This design comes from an exercise in tuning for small area on the open sky130 flow, not from production work.
Function was checked by simulation only, so behaviour that the tests miss may differ from the original.
Power is estimated from default activity; no workload was simulated.

File: design/flow/constraint.sdc
create_clock -name core_clock -period 10.0 [get_ports {clk_i}]
set_input_delay 2.0000 -clock core_clock [delete_from_list [all_inputs] [get_ports {clk_i}]]
set_output_delay 2.0000 -clock core_clock [all_outputs]
set_load 0.01 [all_outputs]
File: design/flow/config.mk
export PLATFORM = sky130hd
export DESIGN_NAME = obi_spi
export DESIGN_NICKNAME = obi_spi
export VERILOG_FILES = /design/flow/design.v
export SDC_FILE = /design/flow/constraint.sdc
export NUM_CORES = 4
export LEC_CHECK = 0
export CAP_MARGIN = 20
export CORE_MARGIN = 2
export CORE_UTILIZATION = 40
export SLEW_MARGIN = 20
File: design/flow/run.sh
#!/bin/bash
# synth_recipe.tcl (not shown) runs the flow's synth.tcl, then flattens the netlist and writes it again
# the make line also repeats each setting of config.mk as NAME=value (left out here)
make -C /OpenROAD-flow-scripts/flow DESIGN_CONFIG=/design/flow/config.mk WORK_HOME=/design/flow/orfs CLKGATE_MAP_FILE= SYNTH_SCRIPT=/design/flow/synth_recipe.tcl finish
File: design/flow/design.v
module register
#(
  parameter int WORD_WIDTH = 1,
  parameter logic [WORD_WIDTH-1:0] RESET_VALUE = 0
)
(
  input  logic                  clk,
  input  logic                  rstn,
  input  logic                  ce,    
  input  logic [WORD_WIDTH-1:0] in,
  output logic [WORD_WIDTH-1:0] out
);
  always_ff @(posedge clk) begin
    if (~rstn)
      out <= RESET_VALUE;
    else if (ce)
      out <= in;
  end
endmodule
module counter #(
    parameter int WORD_WIDTH = 32,
    parameter logic [WORD_WIDTH-1:0] RESET_VALUE = 0
)(
    input  logic clk,
    input  logic rstn,
    input  logic ce,
    output logic [WORD_WIDTH-1:0] count
);
    logic [WORD_WIDTH-1:0] plus_one;
    register #(
        .WORD_WIDTH (WORD_WIDTH),
        .RESET_VALUE(RESET_VALUE)
    ) rvfi_order_reg (
        .clk (clk),
        .rstn(rstn),
        .ce  (ce),
        .in  (plus_one),
        .out (count)
    );
    assign plus_one = count + 1'b1;
endmodule
module shift_register
#(
  parameter int WORD_WIDTH = 1,
  parameter logic [WORD_WIDTH-1:0] RESET_VALUE = 0
)
(
  input  logic                  clk,
  input  logic                  rstn,
  input  logic                  ce,
  input  logic                  in,
  output logic [WORD_WIDTH-1:0] out
);
  register #(.WORD_WIDTH(WORD_WIDTH), .RESET_VALUE(RESET_VALUE))
  shift_register_inst(
    .clk  (clk),
    .rstn (rstn),
    .ce   (ce),
    .in   ({out[WORD_WIDTH-2:0], in}),
    .out  (out)
  );
endmodule
module obi_spi #(
  parameter int unsigned BASE_ADDR                = 0,
  parameter int unsigned ADDR_WIDTH               = 32,
  parameter int unsigned DATA_WIDTH               = 32,
  parameter int unsigned NUM_SLAVES               = 4,
  parameter int unsigned SCLK_COUNTER_RESET_VALUE = 0,
  parameter int unsigned SPI_DATA_LENGTH          = 8,
  parameter int unsigned SPI_DIV_WIDTH            = 16
) (
  input logic clk_i,
  input logic rstn_i,
  input   logic                     obi_areq_i,
  output  logic                     obi_agnt_o,
  input   logic [ADDR_WIDTH-1:0]    obi_aaddr_i,
  input   logic [DATA_WIDTH-1:0]    obi_awdata_i,
  input   logic                     obi_awe_i,
  input   logic [DATA_WIDTH/8-1:0]  obi_abe_i,
  output  logic                     obi_rvalid_o,
  input   logic                     obi_rready_i,
  output  logic [DATA_WIDTH-1:0]    obi_rdata_o,
  output  logic                     obi_rerr_o,    
  output  logic [NUM_SLAVES-1 : 0]  spi_ss_o,
  output  logic                     spi_sclk_o,
  output  logic                     spi_mosi_o,
  input   logic                     spi_miso_i,
  output  logic                     complete_o
);
  localparam int TxDataRegAddrOffset        = BASE_ADDR + 0;
  localparam int RxDataRegAddrOffset        = BASE_ADDR + 4;
  localparam int SpiDivClkRegAddrOffset     = BASE_ADDR + 8;
  localparam int SsRegAddrOffset            = BASE_ADDR + 12;
  localparam int CtrlRegAddrOffset          = BASE_ADDR + 16;
  localparam int CtrlStartWritingBit         = 0;
  localparam int CtrlStartReadingBit         = 1;
  localparam int CtrlBusyBit                 = 2;
  localparam int CtrlTxBufferEmptyBit        = 3;
  localparam int CtrlRxBufferNonEmptyBit     = 4;
  localparam int CtrlCompleteBit             = 5;
  localparam int CtrlStartWritingBitMask     = 1 << CtrlStartWritingBit;
  localparam int CtrlStartReadingBitMask     = 1 << CtrlStartReadingBit;
  localparam int CtrlBusyBitMask             = 1 << CtrlBusyBit;
  localparam int CtrlTxBufferEmptyBitMask    = 1 << CtrlTxBufferEmptyBit;
  localparam int CtrlRxBufferNonEmptyBitMask = 1 << CtrlRxBufferNonEmptyBit;
  localparam int CtrlCompleteBitMask         = 1 << CtrlCompleteBit;
  localparam int SclkMaxValue = SCLK_COUNTER_RESET_VALUE << 1;
  typedef enum reg [1:0] {
    eSPI_IDLE,       
    eSPI_WRITING,    
    eSPI_READING,    
    eSPI_DONE        
    } spi_state_t;
  typedef enum reg [1:0] {
    eOBI_IDLE,        
    eOBI_READING,     
    eOBI_WRITING      
  } obi_state_t;
  logic [SPI_DATA_LENGTH-1:0] tx_data_reg;
  logic [SPI_DATA_LENGTH-1:0] rx_data_reg;
  logic [SPI_DIV_WIDTH-1 : 0] spi_div_clk_reg;
  logic [NUM_SLAVES-1 : 0] ss_reg;
  logic ctrl_start_writing_bit;
  logic ctrl_start_reading_bit; 
  logic ctrl_busy_bit;
  logic ctrl_tx_buffer_empty_bit;
  logic ctrl_rx_buffer_non_empty_bit;
  logic ctrl_complete_bit;
  logic ctrl_complete_bit_next, ctrl_complete_bit_write;
  logic [5:0] ctrl_reg_value;
  logic obi_a_fire;
  logic obi_a_write, obi_a_read;
  logic obi_a_write_valid;
  logic obi_started_reading, obi_started_writing, obi_done;
  obi_state_t obi_state, obi_state_next;
  logic [DATA_WIDTH-1 : 0] obi_read_value;
  logic [3:0] spi_data_index;
  logic [SPI_DIV_WIDTH-1:0] spi_sclk_counter;
  logic spi_sclk_prev;
  logic spi_sclk_counter_en;
  logic spi_started_writing, spi_stopped_writing, spi_started_reading, spi_stopped_reading, spi_completed;
  spi_state_t spi_state, spi_state_next;
  register ctrl_complete_bit_inst (.clk(clk_i), .rstn(rstn_i), .ce(ctrl_complete_bit_write), .in(ctrl_complete_bit_next), .out(ctrl_complete_bit));
  assign ctrl_complete_bit_write = (obi_a_write && obi_aaddr_i == CtrlRegAddrOffset && obi_abe_i[0]) || spi_state == eSPI_DONE;
  always_comb begin
    ctrl_complete_bit_next = ctrl_complete_bit;
    if(obi_a_write && obi_aaddr_i == CtrlRegAddrOffset && obi_abe_i[0])
      ctrl_complete_bit_next = obi_awdata_i[CtrlCompleteBit];
    else if(spi_state == eSPI_DONE)
      ctrl_complete_bit_next = '1;
  end
  register ctrl_start_reading_bit_inst (.clk (clk_i), .rstn (rstn_i && ~spi_completed), .ce(spi_started_reading), .in(1'b1), .out(ctrl_start_reading_bit));
  register ctrl_start_writing_bit_inst (.clk (clk_i), .rstn (rstn_i && ~spi_completed), .ce(spi_started_writing), .in(1'b1), .out(ctrl_start_writing_bit));
  assign ctrl_reg_value = (
      ({5'b0, ctrl_start_writing_bit} << CtrlStartWritingBit)
    | ({5'b0, ctrl_start_reading_bit} << CtrlStartReadingBit)
    | ({5'b0, ctrl_busy_bit} << CtrlBusyBit)
    | ({5'b0, ctrl_tx_buffer_empty_bit} << CtrlTxBufferEmptyBit)
    | ({5'b0, ctrl_rx_buffer_non_empty_bit} << CtrlRxBufferNonEmptyBit)
    | ({5'b0, ctrl_complete_bit} << CtrlCompleteBit)
    | 6'b0
  );
  shift_register #(
    .WORD_WIDTH(SPI_DATA_LENGTH)
  ) rx_data_reg_inst (
    .clk  (clk_i),
    .rstn (rstn_i),
    .ce   (~spi_sclk_prev && spi_sclk_o && ctrl_start_reading_bit),
    .in   (spi_miso_i),
    .out  (rx_data_reg)
  );
  counter #(
    .WORD_WIDTH(4)
  ) spi_data_index_inst (
      .clk (clk_i),
      .rstn(rstn_i && ~({28'b0, spi_data_index} == SPI_DATA_LENGTH)),
      .ce  (spi_sclk_counter == 0 && ~spi_sclk_o && spi_sclk_prev),
      .count (spi_data_index)
  );
  counter #(
    .WORD_WIDTH(SPI_DIV_WIDTH)
  ) spi_sclk_counter_inst (
      .clk (clk_i),
      .rstn(rstn_i && ~(spi_sclk_counter == spi_div_clk_reg) && spi_sclk_counter_en),
      .ce  ((spi_sclk_counter < spi_div_clk_reg) && spi_sclk_counter_en),
      .count (spi_sclk_counter)
  );
  register spi_sclk_prev_inst (.clk(clk_i), .rstn(rstn_i), .ce(1'b1), .in(spi_sclk_o), .out(spi_sclk_prev));
  register spi_sclk_o_inst (.clk(clk_i), .rstn(rstn_i && spi_ss_o < '1), .ce(spi_sclk_counter == spi_div_clk_reg), .in(~spi_sclk_o), .out(spi_sclk_o));
  assign spi_sclk_counter_en = (spi_state == eSPI_WRITING || spi_state == eSPI_READING);
  assign spi_ss_o = ~(ss_reg);
  assign spi_mosi_o = (spi_state == eSPI_IDLE || spi_data_index == SPI_DATA_LENGTH || spi_state == eSPI_DONE || spi_state == eSPI_READING) ? 1'b0 : tx_data_reg[SPI_DATA_LENGTH - 1 - {28'b0, spi_data_index}];
  assign complete_o = ctrl_complete_bit;
  assign spi_started_reading = obi_a_write_valid && obi_aaddr_i == CtrlRegAddrOffset && obi_abe_i[0] && ((obi_awdata_i & CtrlStartReadingBitMask) > '0);
  assign spi_started_writing = obi_a_write_valid && obi_aaddr_i == CtrlRegAddrOffset && obi_abe_i[0] && ((obi_awdata_i & CtrlStartWritingBitMask) > '0);
  assign ctrl_busy_bit = (spi_state == eSPI_READING || spi_state == eSPI_WRITING);
  assign ctrl_tx_buffer_empty_bit     = 1'b0;
  assign ctrl_rx_buffer_non_empty_bit = 1'b0;
  always_comb begin
    spi_stopped_writing =   spi_state == eSPI_WRITING  && {28'b0, spi_data_index} == SPI_DATA_LENGTH;
    spi_stopped_reading = spi_state == eSPI_READING && {28'b0, spi_data_index} == SPI_DATA_LENGTH;
    spi_completed = spi_state == eSPI_DONE && ~ctrl_complete_bit;
  end
  always_comb begin
    spi_state_next = spi_started_writing                          ? eSPI_WRITING : spi_state;
    spi_state_next = spi_started_reading                          ? eSPI_READING : spi_state_next;
    spi_state_next = (spi_stopped_writing || spi_stopped_reading) ? eSPI_DONE :    spi_state_next;
    spi_state_next = spi_completed                                ? eSPI_IDLE :    spi_state_next;
  end
  register #(.WORD_WIDTH(2), .RESET_VALUE(eSPI_IDLE)) spi_state_inst (.clk(clk_i), .rstn(rstn_i), .ce(1'b1), .in(spi_state_next), .out(spi_state));
  assign obi_rerr_o = 1'b0;
  assign obi_a_fire = obi_areq_i && obi_agnt_o;
  assign obi_a_write = obi_a_fire && obi_awe_i;
  assign obi_a_read = obi_a_fire && ~obi_awe_i;
  assign obi_a_write_valid = obi_a_write && spi_state == eSPI_IDLE && obi_state == eOBI_IDLE;
  register #(
    .WORD_WIDTH(SPI_DATA_LENGTH)
  ) tx_data_reg_inst (
    .clk  (clk_i),
    .rstn (rstn_i),
    .ce   (obi_a_write_valid && obi_aaddr_i == TxDataRegAddrOffset && obi_abe_i[0]),
    .in   (obi_awdata_i[SPI_DATA_LENGTH - 1:0]),
    .out  (tx_data_reg)
  );
  register #(
    .WORD_WIDTH(SPI_DIV_WIDTH),
    .RESET_VALUE(SCLK_COUNTER_RESET_VALUE)
  ) spi_div_clk_reg_inst (
    .clk  (clk_i),
    .rstn (rstn_i),
    .ce   (obi_a_write_valid && obi_aaddr_i == SpiDivClkRegAddrOffset && obi_abe_i[0]),
    .in   (obi_awdata_i[SPI_DIV_WIDTH-1:0]),
    .out  (spi_div_clk_reg)
  );
  register #(
    .WORD_WIDTH(NUM_SLAVES)
  ) ss_reg_inst (
    .clk  (clk_i),
    .rstn (rstn_i),
    .ce   (obi_a_write_valid && obi_aaddr_i == SsRegAddrOffset && obi_abe_i[0]),
    .in   (obi_awdata_i[NUM_SLAVES-1:0]),
    .out  (ss_reg)
  );
  register #(.WORD_WIDTH(DATA_WIDTH)) obi_rdata_o_inst (.clk(clk_i), .rstn(rstn_i && (obi_a_read || ~obi_done)), .ce(obi_a_read), .in(obi_read_value), .out(obi_rdata_o));
  always_comb begin
    unique case (obi_aaddr_i)
      TxDataRegAddrOffset: obi_read_value = {24'b0, tx_data_reg};
      RxDataRegAddrOffset: obi_read_value = {24'b0, rx_data_reg};
      SpiDivClkRegAddrOffset: obi_read_value = {{(DATA_WIDTH-SPI_DIV_WIDTH){1'b0}}, spi_div_clk_reg};
      SsRegAddrOffset: obi_read_value = {28'b0, ss_reg};
      CtrlRegAddrOffset: obi_read_value = {26'b0, ctrl_reg_value};
      default: obi_read_value = '0;
    endcase
  end
  assign obi_agnt_o = (obi_state == eOBI_IDLE);
  assign obi_rvalid_o = (obi_state == eOBI_READING || obi_state == eOBI_WRITING);
  always_comb begin
    obi_started_reading = obi_state == eOBI_IDLE && obi_a_read;
    obi_started_writing = obi_state == eOBI_IDLE && obi_a_write;
    obi_done            = obi_rvalid_o && obi_rready_i;
  end
  always_comb begin
    obi_state_next = obi_started_reading  ? eOBI_READING : obi_state;
    obi_state_next = obi_started_writing  ? eOBI_WRITING : obi_state_next;
    obi_state_next = obi_done             ? eOBI_IDLE    : obi_state_next;
  end
  register #(.WORD_WIDTH(2), .RESET_VALUE(eOBI_IDLE)) obi_state_inst (.clk(clk_i), .rstn(rstn_i), .ce(1'b1), .in(obi_state_next), .out(obi_state));
endmodule
==> results by group <==
Global route
  • Largest net degree at the start of global routing: 47
  • Initial antenna violation count: 0
  • Vias in the first global route: 3712
  • All-Layer GR Usage: 20.2%
  • Grt ovf: 0
  • Global-route wire length before repair: 18.5 mm

Final layout
  • Share of layout cells above drive strength 1: 6.72%
  • Layout fillers: 1078
  • FF+latch area: 0.00162 sq mm
  • Final #Nets: 674
  • P&R area growth vs syn: 23.3%
  • Multi-input logic area: 0.00247 sq mm
  • # diodes: 0

Floorplan
  • Die width: 109 um
  • Die height: 109 um
  • Row count: 38
  • Die area: 0.0118 sq mm
  • IO Pins: 116
  • Starting Density: 40.8%
  • Core Footprint: 0.0107 sq mm

STA
  • Final Setup Violations: 0
  • Max-slew headroom: 47.2%
  • Worst Clk Skew: 18.0 ps
  • Fmax: 221 MHz
  • Fin. Hold Viols: 0
  • Final Cycle Share: 45.2%
  • Actual slew at the worst max-slew pin: 789 ps
  • RSZ-0062 raised after global routing: false
  • Pins Over Slew Limit: 0
  • Final Critical Period: 4520 ps
  • PnR worst setup slack: 5480 ps
  • Setup TNS: 0 ps

Setup path
  • Startpoint Class: input port
  • CP max-delay cell: clkdlybuf4s50_1
  • Critical path's top delay family: simple AND/OR/NAND/NOR gates
  • WP data required: 10290 ps
  • R2R setup slack: 7520 ps
  • CP max stage delay: 840 ps
  • Worst EP arrival: 4810 ps
  • Critical-path maximum fanout: 16
  • Crit end category: register
  • Crit-path cells: clkdlybuf4s50_1 -> nor3b_1 -> nor3b_2 -> and2_1 -> nand2_1 -> a21boi_1
  • Crit path kind: input port to register
  • CP bufs+invs: 1

Drt
  • Detail Route Antenna Nets: 0
  • TritonRoute pass-1 iters: 4
  • Post-route DRC: 0
  • WL per Instance: 15.5 um
  • Vias per inst: 5.22
  • Starting DRT DRC Count: 155
  • Via count: 3755
  • Final WL: 11.2 mm

Place
  • Hpwl dp: 8.51 mm
  • Gpl congestion: 0.837
  • Number of port buffers: 79
  • Setup WS pre-CTS: 5120 ps

Pwr
  • Sw Ratio: 27.6%
  • Worst vdd ir: 0.0000587 V
  • Clk pwr share: 38.1%
  • Leakage power: 1.96 nW
  • Combinational power share: 10.1%
  • Internal power: 0.461 mW
  • Switching power: 0.176 mW
  • Register share of total power: 51.7%
  • PD cells: 118 mW/mm^2

Yosys
  • Area contributors post-synth: dfxtp_1, ha_1, mux2i_1
  • Post-synthesis adder-cell area fraction: 7.14%
  • Cell count after synthesis: 505
  • Cell with the most instances after synthesis: dfxtp_1
  • Yosys cell types: 56
  • Mapped Area: 0.00438 sq mm
  • Compound-Gate Fraction of Synth Area: 12.5%
  • Top-area cell type share of the netlist area: 37.0%
  • Sequential share of the synthesized area: 37.0%
  • Post-synthesis average cell area: 8.67 sq um
  • Yosys top cell by area: dfxtp_1
  • Top_reg_cell synth: dfxtp_1
  • Main combinational cell family by area after synthesis: simple AND/OR/NAND/NOR gates
  • Simple-gate area share of the yosys netlist: 24.2%
  • Asr flop ratio synth: 0%
  • EDFF count, synth: 0
  • Mux cell area share after synthesis: 8.69%
  • XOR/XNOR Fraction of Synth Area: 2.40%
  • Commonest cells post-synth: dfxtp_1, nand2_1, a21oi_1
  • #FFs+latches synth: 81
  • Yosys warnings: 10

Clocking
  • Post-CTS Hold Buffers: 0
  • Root buf cell: clkbuf_8
  • Clock transition at path regs: 90 ps
  • Total CTS buffers: 9
  • Resized cells post-CTS: 0
  • Clock Path Buffers: 2
  • Clock Latency Late Sink: 370 ps
  • Htree depth: 3
  • CTS tree: yes
  • Buffer count from post-CTS setup fixing: 0
  • Num Clock Sinks: 81

Run status
  • Outcome: timing/DRC/antenna clean

Hold path
  • Hold Path Class: register to register

Run
  • Max-Cap Viols: 0
state kept, by name (all words and copies together), names as in the netlist:
| signal | cells |
|---|---|
| ctrl_complete_bit_inst.out | 1 |
| ctrl_start_reading_bit_inst.out | 1 |
| ctrl_start_writing_bit_inst.out | 1 |
| obi_rdata_o_inst.out | 16 |
| obi_state_inst.out | 2 |
| rx_data_reg_inst.shift_register_inst.out | 8 |
| spi_data_index_inst.rvfi_order_reg.out | 4 |
| spi_div_clk_reg_inst.out | 16 |
| spi_sclk_counter_inst.rvfi_order_reg.out | 16 |
| spi_sclk_o_inst.out | 1 |
| spi_sclk_prev_inst.out | 1 |
| spi_state_inst.out | 2 |
| ss_reg_inst.out | 4 |
| tx_data_reg_inst.out | 8 |
worst paths after layout:
path | startpoint | endpoint | cells past startpoint
worst max-delay path | obi_aaddr_i[3] | spi_div_clk_reg_inst.out[2] | 6
worst min-delay path | ctrl_start_writing_bit_inst.out | ctrl_start_writing_bit_inst.out | 2
worst max register to register | spi_div_clk_reg_inst.out[15] | spi_sclk_counter_inst.rvfi_order_reg.out[9] | 8
worst min register to register | ctrl_start_writing_bit_inst.out | ctrl_start_writing_bit_inst.out | 2
cell type report:
| class | count | share of cell area [%] |
|---|---|---|
| inverters | 34 | 2.36 |
| well taps | 140 | 3.24 |
| multi-input cells | 368 | 45.8 |
| clock buffers | 9 | 2.29 |
| repair buffers | 81 | 14.9 |
| flip-flops and latches | 81 | 30.0 |
| clock inverters | 7 | 1.34 |
cell families (layout without fill, tap and decap cells):
kind of cell / after synthesis / count (layout)
adders and majority gates: 25 / 25
and+or+nand+nor: 198 / 198
other: 1 / 17
muxes: 34 / 34
AOI/OAI and AO/OA: 82 / 82
buffers and inverters: 72 / 131
DFF: 81 / 81
xor gates and xnor gates: 12 / 12
power by group through the flow:
| stage | registers, mW | logic, mW | clock network [mW] |
|---|---|---|---|
| floorplan | 0.339 | 0.0288 | 0 |
| global placement | 0.337 | 0.0636 | 0 |
| detailed placement | 0.337 | 0.0643 | 0 |
| CTS | 0.329 | 0.0647 | 0.249 |
| global route | 0.330 | 0.0700 | 0.262 |
| finish | 0.329 | 0.0645 | 0.243 |
layout by cell type, fill, tap and decap left out, drive strengths merged, types with 4 or more instances in the layout:
cell and count:
or3 8, clkbuf 9, nand3 7, conb 17, a21boi 16, nor2b 24
ha 25, and2 6, clkdlybuf4s50 79, nor4 14, a21oi 36, nor2 28
mux2i 29, xnor2 10, nand2 72, dfxtp 81, o21ai 8, inv 38
nand4 15, nor3 6, a31oi 4, and3 4
layer usage:
metal | track usage (%) | part of all wire (%)
met1 | 25.9 | 46
met2 | 33.6 | 47
met3 | 3.95 | 4.8
met4 | 7.60 | 2.7
met5 | 0 | 0
worst reg2reg max path: stages (launching register included):
cell and delay (ps):
dfxtp_1 400, inv_1 70, ha_1 320, nand4_2 160, or3_4 470, a211oi_4 490, nor3_2 170, nand4_1 160
mux2i_1 180
stage by stage:
step           hold WS [ps]  total power [mW]  std cells  instance area (sq um)  util (%)
2_1_floorplan           422             0.367        521                   4440         -
5_1_grt                 486             0.662        720                   5400      50.2
4_1_cts                 452             0.643        720                   5400      50.2
3_3_place_gp            433             0.400        704                   5200      48.4
6_report                450             0.637        720                   5400      50.2
3_5_place_dp            438             0.401        704                   5200      48.4

==> what the ideal ports hide <==
The results above use ideal ports. As a check the final layout listed here was re-extracted and re-timed, cells and wires unchanged.
Step 1 assumes that a clkbuf_16 drives the clock port and a buf_2 every other input.
Step 2 adds t to the input delays and takes it off the output delays; t is the mean of the earliest and latest rising clock arrival at the registers after step 1. Input paths then give back, and output paths get back, about the clock's delay inside the block.
Three values: ideal ports, drivers, drivers and shift; two values: the first two.
t (ns): 0.391
setup slack, ns: 5.477 / 5.475 / 5.084
latest minus earliest clock arrival (ns): 0.019 / 0.019
slew at the worst register clock pin (ns): 0.11 / 0.11
After both steps this run still meets setup and hold. For this run, drivers alone change the setup slack by -0.002 ns; drivers and shift together by -0.393 ns.
